This is an optimization exercise on Yosys and OpenROAD, whose aim is small area, not a production implementation. Where RTL was checked, it was by simulation tests only, not by an equivalence proof against the original. The flow treats the clock pin as an ideal source. Dropping or thinning the clock tree relies on that and would not hold on a real chip. No activity file was given, so power comes from the tool's default toggle rates.

alpha:
==> flow/design.v <==
module SAM (str, mode, clk, reset, msg, frame);
	input str;
	input mode;
	input clk;
	input reset;
	output [31:0] msg;
	output reg frame;
	reg [2:0] s;
	localparam [2:0] SN = 3'd0;
	localparam [2:0] SK = 3'd1;
	localparam [2:0] S0 = 3'd2;
	localparam [2:0] S1 = 3'd3;
	localparam [2:0] B0 = 3'd6;
	localparam [2:0] B1 = 3'd7;
	reg [5:0] p;
	reg [4:0] z;
	reg [31:0] Ac;
	reg [31:0] Bc;
	wire [2:0] n = z[2:0];
	wire st_n = (s == SN);
	wire st_k = (s == SK);
	wire cfg = mode & (st_n | st_k);
	wire clr = mode & st_n;
	wire shift = mode & st_k;
	wire dec = ~mode & ~(st_n | st_k);
	wire [5:0] ng;
	assign ng[0] = (n == 3'd0);
	assign ng[1] = (n == 3'd1);
	assign ng[2] = (n == 3'd2);
	assign ng[3] = (n == 3'd3);
	assign ng[4] = (n == 3'd4);
	assign ng[5] = ~(ng[0] | ng[1] | ng[2] | ng[3] | ng[4]);
	wire tap = (ng[0] & Ac[0]) | (ng[1] & Ac[1]) | (ng[2] & Ac[3]) |
		(ng[3] & Ac[7]) | (ng[4] & Ac[15]) | (ng[5] & Ac[31]);
	wire [31:0] ac_sh = {Ac[30:16], Ac[15] | ng[4], Ac[14:8], Ac[7] | ng[3],
		Ac[6:4], Ac[3] | ng[2], Ac[2], Ac[1] | ng[1], Ac[0] | ng[0],
		~str & tap};
	wire [31:0] bc_sh = {Bc[30:0], ~str & ~tap};
	wire keep = ~shift & ~clr;
	always @(posedge clk) begin
		Ac <= (ac_sh | {32{~shift}}) & (Ac | {32{~keep}});
		Bc <= (bc_sh & {32{shift}}) | (Bc & {32{keep}});
	end
	wire P = (s == B1);
	wire Q = (s == B0);
	assign msg = ~((~{32{Q}} | Ac) & (~{32{P}} | Bc));
	wire [5:0] need = st_n ? 6'b000011 :
		{ng[5], ng[5] | ng[4], ~(ng[0] | ng[1] | ng[2]), ~(ng[0] | ng[1]), ~ng[0], 1'b1};
	wire last = &(p | ~need);
	wire stop = &p[5:2];
	wire bnd = str & (z != 5'd0);
	wire shortp = (p <= 6'd8);
	wire accept = dec & ~stop & bnd & ~shortp;
	wire ob = ({z, 1'b0} <= p);
	wire p_clr = (cfg & last) | accept;
	wire p_inc = cfg | (dec & ~stop);
	wire z_clr = (cfg & st_k & last) | accept;
	wire z_inc = dec & ~stop & ~str & ~&z;
	wire [5:0] p_next = {p[5:2] + {3'd0, &p[1:0]}, p[1:0] + 2'd1};
	always @(posedge clk) begin
		if (p_clr) p[5:2] <= 4'd0;
		else if (p_inc) p[5:2] <= p_next[5:2];
	end
	always @(posedge clk) begin
		if (z_clr) z <= 5'd0;
		else if (clr) z[2:0] <= {z[1:0], str};
		else if (z_inc) z <= z + 5'd1;
	end
	always @(posedge clk, negedge reset) begin
		if (!reset) begin
			s <= SN;
			p[1:0] <= 2'd0;
			frame <= 1'b0;
		end
		else begin
			if (p_clr) p[1:0] <= 2'd0;
			else if (p_inc) p[1:0] <= p_next[1:0];
			if (cfg & last) s <= st_n ? SK : S0;
			if (accept) begin
				s <= (s == S0) ? S1 : (ob ? B1 : B0);
			end
			if (dec & (stop | bnd)) frame <= accept;
		end
	end
endmodule
==> flow/config.mk <==
export PLATFORM = sky130hd
export DESIGN_NAME = SAM
export DESIGN_NICKNAME = SAM
export VERILOG_FILES = /design/flow/design.v
export SDC_FILE = /design/flow/constraint.sdc
export NUM_CORES = 4
export LEC_CHECK = 0
export ABC_AREA = 1
export CAP_MARGIN = 0
export CORE_MARGIN = 2
export CORE_UTILIZATION = 70
export GPL_TIMING_DRIVEN = 0
export SLEW_MARGIN = 0
==> flow/constraint.sdc <==
create_clock -name core_clock -period 10.0 [get_ports {clk}]
set_input_delay 2.0000 -clock core_clock [delete_from_list [all_inputs] [get_ports {clk}]]
set_output_delay 2.0000 -clock core_clock [all_outputs]
set_load 0.01 [all_outputs]
standard.sh (not shown) runs the stock make flow with config.mk's settings and CLKGATE_MAP_FILE= SYNTH_SCRIPT=/design/flow/synth_recipe.tcl, a recipe that flattens the netlist after the stock synthesis.
==> flow/flow/run.sh <==
#!/bin/bash
# Standard ORFS layout with these changes:
#  - synthesis runs once per area-oriented ABC script flow/abc_*.script
#    (in place of ORFS's own abc_area.script), with adders left to ABC
#    (no half-adder cells), and keeps the run whose netlist has the least
#    cell area; registers are left as the standard synthesis makes them
#  - ports are buffered with buf_1
#  - the clock tree is MANUAL_CTS_N clock buffers placed at the centres of
#    their groups of registers (flow/manual_cts.tcl) in place of TritonCTS
set -euo pipefail
W=$(pwd)
S="$W/scripts_own"
rm -rf "$S"
cp -r "$FLOW_HOME/scripts" "$S"
cp "$W/flow/manual_cts.tcl" "$S/manual_cts.tcl"
grep -q '^log_cmd clock_tree_synthesis {\*}\$cts_args$' "$S/cts.tcl"
sed -i 's|^log_cmd clock_tree_synthesis {\*}\$cts_args$|source $::env(SCRIPTS_DIR)/manual_cts.tcl\nmanual_cts $::env(MANUAL_CTS_BUF) $::env(MANUAL_CTS_N)\nset_propagated_clock [all_clocks]|' "$S/cts.tcl"
export SCRIPTS_DIR="$S"
export MANUAL_CTS_BUF=sky130_fd_sc_hd__buf_8
export MANUAL_CTS_N=4
STAT="$W/orfs/reports/sky130hd/SAM/base/synth_stat.txt"
best=""
best_area=""
for f in "$W"/flow/abc_*.script; do
  name=$(basename "$f" .script)
  cp "$f" "$S/abc_area.script"
  rm -rf "$W/orfs"
  ADDER_MAP_FILE= bash standard.sh synth > "$W/synth_$name.log" 2>&1
  area=$(grep "Chip area for module" "$STAT" | awk '{print $NF}')
  echo "$name $area" >> "$W/synth_areas.txt"
  if [[ -z "$best" ]] || awk -v a="$area" -v b="$best_area" 'BEGIN { exit !(a < b) }'; then
    best="$f"
    best_area="$area"
  fi
done
echo "chosen $(basename "$best") $best_area" >> "$W/synth_areas.txt"
cp "$best" "$S/abc_area.script"
rm -rf "$W/orfs"
ADDER_MAP_FILE= bash standard.sh synth > "$W/synth.log" 2>&1
export BUFFER_PORTS_ARGS="-buffer_cell sky130_fd_sc_hd__buf_1"
bash standard.sh > "$W/layout.log" 2>&1
Other scripts of this flow, unchanged in this note and not shown: flow/flow/abc_s2.script, flow/flow/abc_t1.script, flow/flow/abc_u6.script, flow/flow/abc_u7.script, flow/flow/manual_cts.tcl
What beta does differently from alpha at the input level:
--- a/flow/design.v
+++ b/flow/design.v
@@ -42,23 +42,28 @@
 		Bc <= (bc_sh & {32{shift}}) | (Bc & {32{keep}});
 	end
 	wire P = (s == B1);
 	wire Q = (s == B0);
 	assign msg = ~((~{32{Q}} | Ac) & (~{32{P}} | Bc));
-	wire [5:0] need = st_n ? 6'b000011 :
-		{ng[5], ng[5] | ng[4], ~(ng[0] | ng[1] | ng[2]), ~(ng[0] | ng[1]), ~ng[0], 1'b1};
-	wire last = &(p | ~need);
+	wire [6:1] c;
+	assign c[1] = p[0];
+	assign c[2] = c[1] & p[1];
+	assign c[3] = c[2] & p[2];
+	assign c[4] = c[3] & p[3];
+	assign c[5] = c[4] & p[4];
+	assign c[6] = c[5] & p[5];
+	wire last = st_n ? c[2] : |(ng & c[6:1]);
 	wire stop = &p[5:2];
 	wire bnd = str & (z != 5'd0);
 	wire shortp = (p <= 6'd8);
 	wire accept = dec & ~stop & bnd & ~shortp;
 	wire ob = ({z, 1'b0} <= p);
 	wire p_clr = (cfg & last) | accept;
 	wire p_inc = cfg | (dec & ~stop);
 	wire z_clr = (cfg & st_k & last) | accept;
 	wire z_inc = dec & ~stop & ~str & ~&z;
-	wire [5:0] p_next = {p[5:2] + {3'd0, &p[1:0]}, p[1:0] + 2'd1};
+	wire [5:0] p_next = p ^ {c[5:1], 1'b1};
 	always @(posedge clk) begin
 		if (p_clr) p[5:2] <= 4'd0;
 		else if (p_inc) p[5:2] <= p_next[5:2];
 	end
 	always @(posedge clk) begin
Results
Re switching power summed over all nets: beta is about 4.4% up on alpha.
From alpha to beta the numbers moved as follows: chip width level, average cell area after synthesis moved up, total power moved up, number of cells in the finished layout apart from fillers moved down.
Looking at global-route usage, beta sits 1.7 points higher than alpha does.
Compared with alpha, beta shows a lower met3 layer wire length in the routed design.
Between alpha and beta, the clock latency reported for the late side of the worst-skew pair figures differ only marginally.
The count of distinct cell types in the synthesized netlist in beta sits 1 below the value recorded for alpha.
Flip-flop and latch count essentially unchanged between alpha and beta.
Compared with alpha, beta ends up with more cell area.
Stage delay of the slowest cell on the critical path was higher in the run labelled alpha.
As of beta, number of vias in the routed layout had risen by a few percent compared to alpha.
First-pass GRT wire length, beta and alpha, higher one = beta.
For beta, only the layout was checked, not whether the RTL still works. No run of this note takes its clock network from TritonCTS; it comes from the design's own scripts or RTL.

-- re-timing with driven ports --
No port has a modelled driver above. Below, the same layouts with a new extraction and two added sets of constraints.
Step 1, drivers: a clkbuf_16 drives clk and a buf_2 each remaining input, both assumed.
Step 2 adds t to the input delays and takes it off the output delays; t is the mean of the earliest and latest rising clock arrival at the registers after step 1. Input paths then give back, and output paths get back, about the clock's delay inside the block.
Slacks: ideal ports / drivers / drivers and shift; pairs: ideal ports / drivers.
| run | t, ns | setup slack, ns | worst data-port slew with drivers (ns) |
|---|---|---|---|
| alpha | 0.202 | 5.763 / 5.689 / 5.891 | 0.03 |
| beta | 0.201 | 5.680 / 5.609 / 5.624 | 0.03 |
After both steps setup and hold are still met in every run listed. The setup slack of beta, which loses most, moves by -0.071 ns with the drivers and by -0.056 ns with both steps.
